Background: an optimization exercise with open tools, aiming at small area and a short achievable clock period. Do not read the settings as production practice.
At most, simulation tests tie the RTL to the original design; equivalence was not proved.

run E:
// perceptron_top
module perceptron_top #(
    parameter WIDTH = 16
  ) (
    input clk,
    input reset,
    input      val_i,
    output     rdy_o,
    output     val_o,
    input      rdy_i,
    input  [1:0] W1W0b_en_i,
    input        b_i,
    input        W0_i,
    input        W1_i,
    input signed [WIDTH-1:0] X0_i,
    input signed [WIDTH-1:0] X1_i,
    output     Y_o
);
For scale: roughly 1,200 cells after synthesis, about 130 flip-flops, ~44 I/O pins, ~14,000 um2 of cells after synthesis.
export LEC_CHECK = 0
export CAP_MARGIN = 20
export CORE_MARGIN = 2
export CORE_UTILIZATION = 55
export CTS_BUF_LIST = sky130_fd_sc_hd__clkbuf_8
export SETUP_SLACK_MARGIN = 4.9
export SLEW_MARGIN = 20
export SYNTH_HIERARCHICAL = 1
export SYNTH_MINIMUM_KEEP_SIZE = 0
create_clock -name core_clock -period 9.0 [get_ports {clk}]
standard.sh (not shown) runs the stock make flow with config.mk's settings and CLKGATE_MAP_FILE= SYNTH_SCRIPT=/design/flow/synth_recipe.tcl, a recipe that flattens the netlist after the stock synthesis.
==> flow/flow/run.sh <==
#!/bin/bash
# The standard layout (standard.sh: unchanged synthesis and steps), with
#  - the port buffers made of a plain buffer cell instead of the delay buffer
#    that buffer_ports picks by default, and
#  - setup repair limited to resizing gates and swapping pins (no buffer
#    insertion or gate cloning).
# ORFS keeps each step's full log under orfs/logs/; make's own output goes to
# make.log here.
set -euo pipefail
bash standard.sh BUFFER_PORTS_ARGS="-buffer_cell sky130_fd_sc_hd__buf_1" \
  SETUP_MOVE_SEQUENCE="unbuffer,sizeup,swap" finish > make.log 2>&1
Input changes introduced in run K (baseline for comparison: run E):
Settings: SETUP_SLACK_MARGIN now 4.6, was 4.9.
--- outcome ---
Against run E, run K comes in 0.73% lower on wire length of the first global-routing pass.
Diff run E..run K | non-clock buffer count | unchanged
Against run E as the reference, run K delivers a higher post-route clock period utilization.
The layout filler cell count in run K sits 4.6% above the value recorded for run E.
Run K ended up with a lower global router's overall resource usage than run E did.
Cmp run E and run K / fraction of area in multi-input gates / lower: run K
Function was not checked in any run of this note: the RTL went through the layout flow alone.

---

wip/quartz:
Another version of the RTL of perceptron_top (not shown whole).
Size in the first run: ~1,200 cells after synthesis, roughly 130 flip-flops, about 44 I/O pins.
Design perceptron_top, start of the top module:
module perceptron_top #(
    parameter WIDTH = 16
  ) (
    input clk,
    input reset,
    input      val_i,
    output     rdy_o,
    output     val_o,
    input      rdy_i,
    input  [1:0] W1W0b_en_i,
    input        b_i,
    input        W0_i,
    input        W1_i,
    input signed [WIDTH-1:0] X0_i,
    input signed [WIDTH-1:0] X1_i,
    output     Y_o
);
wire en_egress;
wire en_ingress;
perceptron_ctrl ctrl (
  .clk        (clk),
  .reset      (reset),
  .W1W0b_en_i (W1W0b_en_i),
  .en_egress  (en_egress),
  .en_ingress (en_ingress),
  .val_i      (val_i),
  .rdy_o      (rdy_o),
  .val_o      (val_o),
  .rdy_i      (rdy_i)
);
perceptron_dp dp (
  .clk        (clk),
  .reset      (reset),
  .en_egress  (en_egress),
  .en_ingress (en_ingress),
  .W1W0b_en_i (W1W0b_en_i),
  .b_i        (b_i),
  .W0_i       (W0_i),
  .W1_i       (W1_i),
  .X0_i       (X0_i),
  .X1_i       (X1_i),
  .Y_o        (Y_o)
);
endmodule
export LEC_CHECK = 0
export CAP_MARGIN = 20
export CORE_MARGIN = 2
export CORE_UTILIZATION = 55
export CTS_BUF_LIST = sky130_fd_sc_hd__clkbuf_8
export SETUP_SLACK_MARGIN = 4.3
export SLEW_MARGIN = 20
export SYNTH_HIERARCHICAL = 1
export SYNTH_MINIMUM_KEEP_SIZE = 0
create_clock -name core_clock -period 9.0 [get_ports {clk}]
Scripts as last shown in full above: flow/flow/run.sh
Setup changes, wip/quartz to wip/onyx
# wip/quartz
export LEC_CHECK = 0
export CAP_MARGIN = 20
export CORE_MARGIN = 2
export CORE_UTILIZATION = 55
export CTS_BUF_LIST = sky130_fd_sc_hd__clkbuf_8
export SETUP_SLACK_MARGIN = 4.3
export SLEW_MARGIN = 20
export SYNTH_HIERARCHICAL = 1
export SYNTH_MINIMUM_KEEP_SIZE = 0
create_clock -name core_clock -period 9.0 [get_ports {clk}]
# wip/onyx
export LEC_CHECK = 0
export CAP_MARGIN = 20
export CORE_MARGIN = 2
export CORE_UTILIZATION = 68
export CTS_BUF_LIST = sky130_fd_sc_hd__clkbuf_8
export SETUP_SLACK_MARGIN = 4.6
export SLEW_MARGIN = 20
export SYNTH_HIERARCHICAL = 1
export SYNTH_MINIMUM_KEEP_SIZE = 0
create_clock -name core_clock -period 9.0 [get_ports {clk}]
Findings:
wip/onyx finished every step from synthesis to the final layout, and the layout passed the timing, DRC and antenna checks.
Taking wip/quartz as the reference, in wip/onyx register-to-register slack +260 ps; HPWL after detailed placement saw a decrease.
Input-level comparison between wip/maple and wip/onyx:
# wip/onyx
export LEC_CHECK = 0
export CAP_MARGIN = 20
export CORE_MARGIN = 2
export CORE_UTILIZATION = 68
export CTS_BUF_LIST = sky130_fd_sc_hd__clkbuf_8
export SETUP_SLACK_MARGIN = 4.6
export SLEW_MARGIN = 20
export SYNTH_HIERARCHICAL = 1
export SYNTH_MINIMUM_KEEP_SIZE = 0
create_clock -name core_clock -period 9.0 [get_ports {clk}]
# wip/maple
export LEC_CHECK = 0
export CAP_MARGIN = 20
export CORE_MARGIN = 2
export CORE_UTILIZATION = 55
export CTS_BUF_LIST = sky130_fd_sc_hd__clkbuf_8
export SETUP_SLACK_MARGIN = 4.6
export SLEW_MARGIN = 20
export SYNTH_HIERARCHICAL = 1
export SYNTH_MINIMUM_KEEP_SIZE = 0
create_clock -name core_clock -period 9.0 [get_ports {clk}]
Notes after the runs:
- Compared with wip/onyx, wip/maple ends up with a smaller final cell area.
- Area growth from synthesis to layout (lower): wip/maple
- Delta (wip/maple minus wip/onyx): setup slack saw an increase.

---

## run A
Another version of the RTL of perceptron_top (not shown whole).
Size in the first run: about 1,300 cells after synthesis, roughly 140 flip-flops, ~44 I/O pins.
==> flow/config.mk <==
export PLATFORM = sky130hd
export DESIGN_NAME = perceptron_top
export DESIGN_NICKNAME = perceptron_top
export VERILOG_FILES = /design/flow/design.v
export SDC_FILE = /design/flow/constraint.sdc
export NUM_CORES = 4
export LEC_CHECK = 0
export CAP_MARGIN = 20
export CORE_MARGIN = 2
export CORE_UTILIZATION = 55
export CTS_BUF_LIST = sky130_fd_sc_hd__clkbuf_8
export SETUP_SLACK_MARGIN = 4.6
export SLEW_MARGIN = 20
export SYNTH_HIERARCHICAL = 1
export SYNTH_MINIMUM_KEEP_SIZE = 0
==> flow/constraint.sdc <==
create_clock -name core_clock -period 9.0 [get_ports {clk}]
set_input_delay 1.8000 -clock core_clock [delete_from_list [all_inputs] [get_ports {clk}]]
set_output_delay 1.8000 -clock core_clock [all_outputs]
set_load 0.01 [all_outputs]
Scripts as last shown in full above: flow/flow/run.sh
Every stage of the flow completed for run A, and the final layout passed the timing, DRC and antenna checks.
Relative to run A, the following input files were edited for run B:
Settings: SETUP_SLACK_MARGIN now 3.5, was 4.6; CORE_UTILIZATION now 40, was 55; CTS_BUF_LIST no longer set, was sky130_fd_sc_hd__clkbuf_8.
==> flow/flow/run.sh <==
#!/bin/bash
# The standard layout (standard.sh, unchanged synthesis and steps), with
# the port buffers made of a plain buffer cell instead of the delay buffer
# that buffer_ports picks by default.  ORFS keeps each step's log under
# orfs/logs/; make's own output goes to make.log here.
set -euo pipefail
bash standard.sh BUFFER_PORTS_ARGS="-buffer_cell sky130_fd_sc_hd__buf_2" finish > make.log 2>&1
### Flow results
- Routed wire in run B totals more than in run A.
- Number of cells in the design after placement ended up 10% higher on run B than on run A.
- | arrival time of the worst setup path | lower: run A |
Input changes introduced in run C (baseline for comparison: run B):
Settings: a change of SETUP_SLACK_MARGIN from 3.5 to 4.6.
==> flow/flow/run.sh <==
#!/bin/bash
# The standard layout (standard.sh: unchanged synthesis and steps), with
#  - the port buffers made of a plain buffer cell instead of the delay buffer
#    that buffer_ports picks by default, and
#  - setup repair limited to resizing gates and swapping pins (no buffer
#    insertion or gate cloning).
# ORFS keeps each step's full log under orfs/logs/; make's own output goes to
# make.log here.
set -euo pipefail
bash standard.sh BUFFER_PORTS_ARGS="-buffer_cell sky130_fd_sc_hd__buf_2" \
  SETUP_MOVE_SEQUENCE="unbuffer,sizeup,swap" finish > make.log 2>&1
### Flow results
Layout-stage area growth over the synthesis result was higher in the run labelled run C. The total area of multi-input combinational cells in run C was higher than what run B gave. Summary of run C over run B: first-pass GRT wire length saw an increase, post-detailed-route wirelength per cell saw an increase.

---

perceptron_top, a different RTL version from the one above (not shown whole).
Size: about 83 flip-flops, roughly 44 I/O pins, about 22000 µm² of cells after synthesis.
==> flow/config.mk <==
export PLATFORM = sky130hd
export DESIGN_NAME = perceptron_top
export DESIGN_NICKNAME = perceptron_top
export VERILOG_FILES = /design/flow/design.v
export SDC_FILE = /design/flow/constraint.sdc
export NUM_CORES = 4
export LEC_CHECK = 0
export CAP_MARGIN = 20
export CORE_MARGIN = 2
export CORE_UTILIZATION = 40
export SETUP_SLACK_MARGIN = 4.0
export SLEW_MARGIN = 20
==> flow/constraint.sdc <==
create_clock -name core_clock -period 9.0 [get_ports {clk}]
set_input_delay 1.8000 -clock core_clock [delete_from_list [all_inputs] [get_ports {clk}]]
set_output_delay 1.8000 -clock core_clock [all_outputs]
set_load 0.01 [all_outputs]
run.sh (not shown) runs the stock make flow with config.mk's settings and CLKGATE_MAP_FILE= SYNTH_SCRIPT=/design/flow/synth_recipe.tcl, a recipe that flattens the netlist after the stock synthesis.
Stock flow here: none of the scripts above is used.
Next try:
ABC_CLOCK_PERIOD_IN_PS = 4000   (was default)
SETUP_SLACK_MARGIN = 5.0   (was 4.0)
Effect: The changed run completed without violations; count of clock-buffer cells in the layout goes up by 2; worst setup slack got worse by 0.046 ns; synthesized area stays the same; cell area goes up by 3.6%; wire length goes up by 6.3%; sequential share of layout area goes down by 0.26 points; final cell count goes up by 0.79%; clock skew is about the same; register-to-register slack got worse by 0.05 ns.
Next try:
ABC_CLOCK_PERIOD_IN_PS = default   (was 4000)
SETUP_SLACK_MARGIN = default   (was 5.0)
After rerunning:
- The changed run completed without violations
- wire length came out lower by 14%
- sequential cell count does not change
- count of clock-buffer cells in the layout came out lower by 2
- die area is unchanged
- sequential share of layout area came out higher by 0.69 points
- final cell count came out lower by 2.7%
No run of this note included a check of the RTL's function; only the layout flow was run.

-- afterwards: timing with drivers on the ports --
The flow's constraints put no driver on any port. The routed layouts listed below were extracted and timed again, unchanged, in two steps. Step 1 assumes that a clkbuf_16 drives the clock port and a buf_2 every other input. Step 2 moves the port delays by t, midway between the first and last clock arrival at a register: inputs arrive t later, outputs are due t later. That takes back most of the time a late clock gives input paths. Slacks: ideal ports / drivers / drivers and shift; pairs: ideal ports / drivers.
run	t (ns)	slack for setup (ns)	hold slack, ns
run E	0.514	4.785 / 4.731 / 4.731	0.495 / 0.495 / 0.495
run K	0.516	4.705 / 4.690 / 4.690	0.492 / 0.492 / 0.492
wip/quartz	0.508	4.388 / 4.388 / 4.388	0.471 / 0.471 / 0.471
wip/onyx	0.518	4.649 / 4.649 / 4.649	0.478 / 0.478 / 0.478
wip/maple	0.518	4.662 / 4.638 / 4.638	0.476 / 0.476 / 0.476
run A	0.497	4.623 / 4.623 / 4.623	0.499 / 0.499 / 0.499
run B	0.478	4.436 / 4.436 / 4.436	0.480 / 0.480 / 0.480
run C	0.474	4.595 / 4.595 / 4.595	0.484 / 0.484 / 0.484
the first run of note 4	0.455	3.556 / 3.556 / 3.556	0.478 / 0.478 / 0.478
the second run of note 4	0.457	3.510 / 3.510 / 3.510	0.472 / 0.472 / 0.472
the third run of note 4	0.455	2.021 / 2.021 / 2.021	0.476 / 0.476 / 0.476
After both steps every run listed still meets setup and hold. The setup slack of run E, which loses most, moves by -0.054 ns with the drivers and by -0.054 ns with both steps.
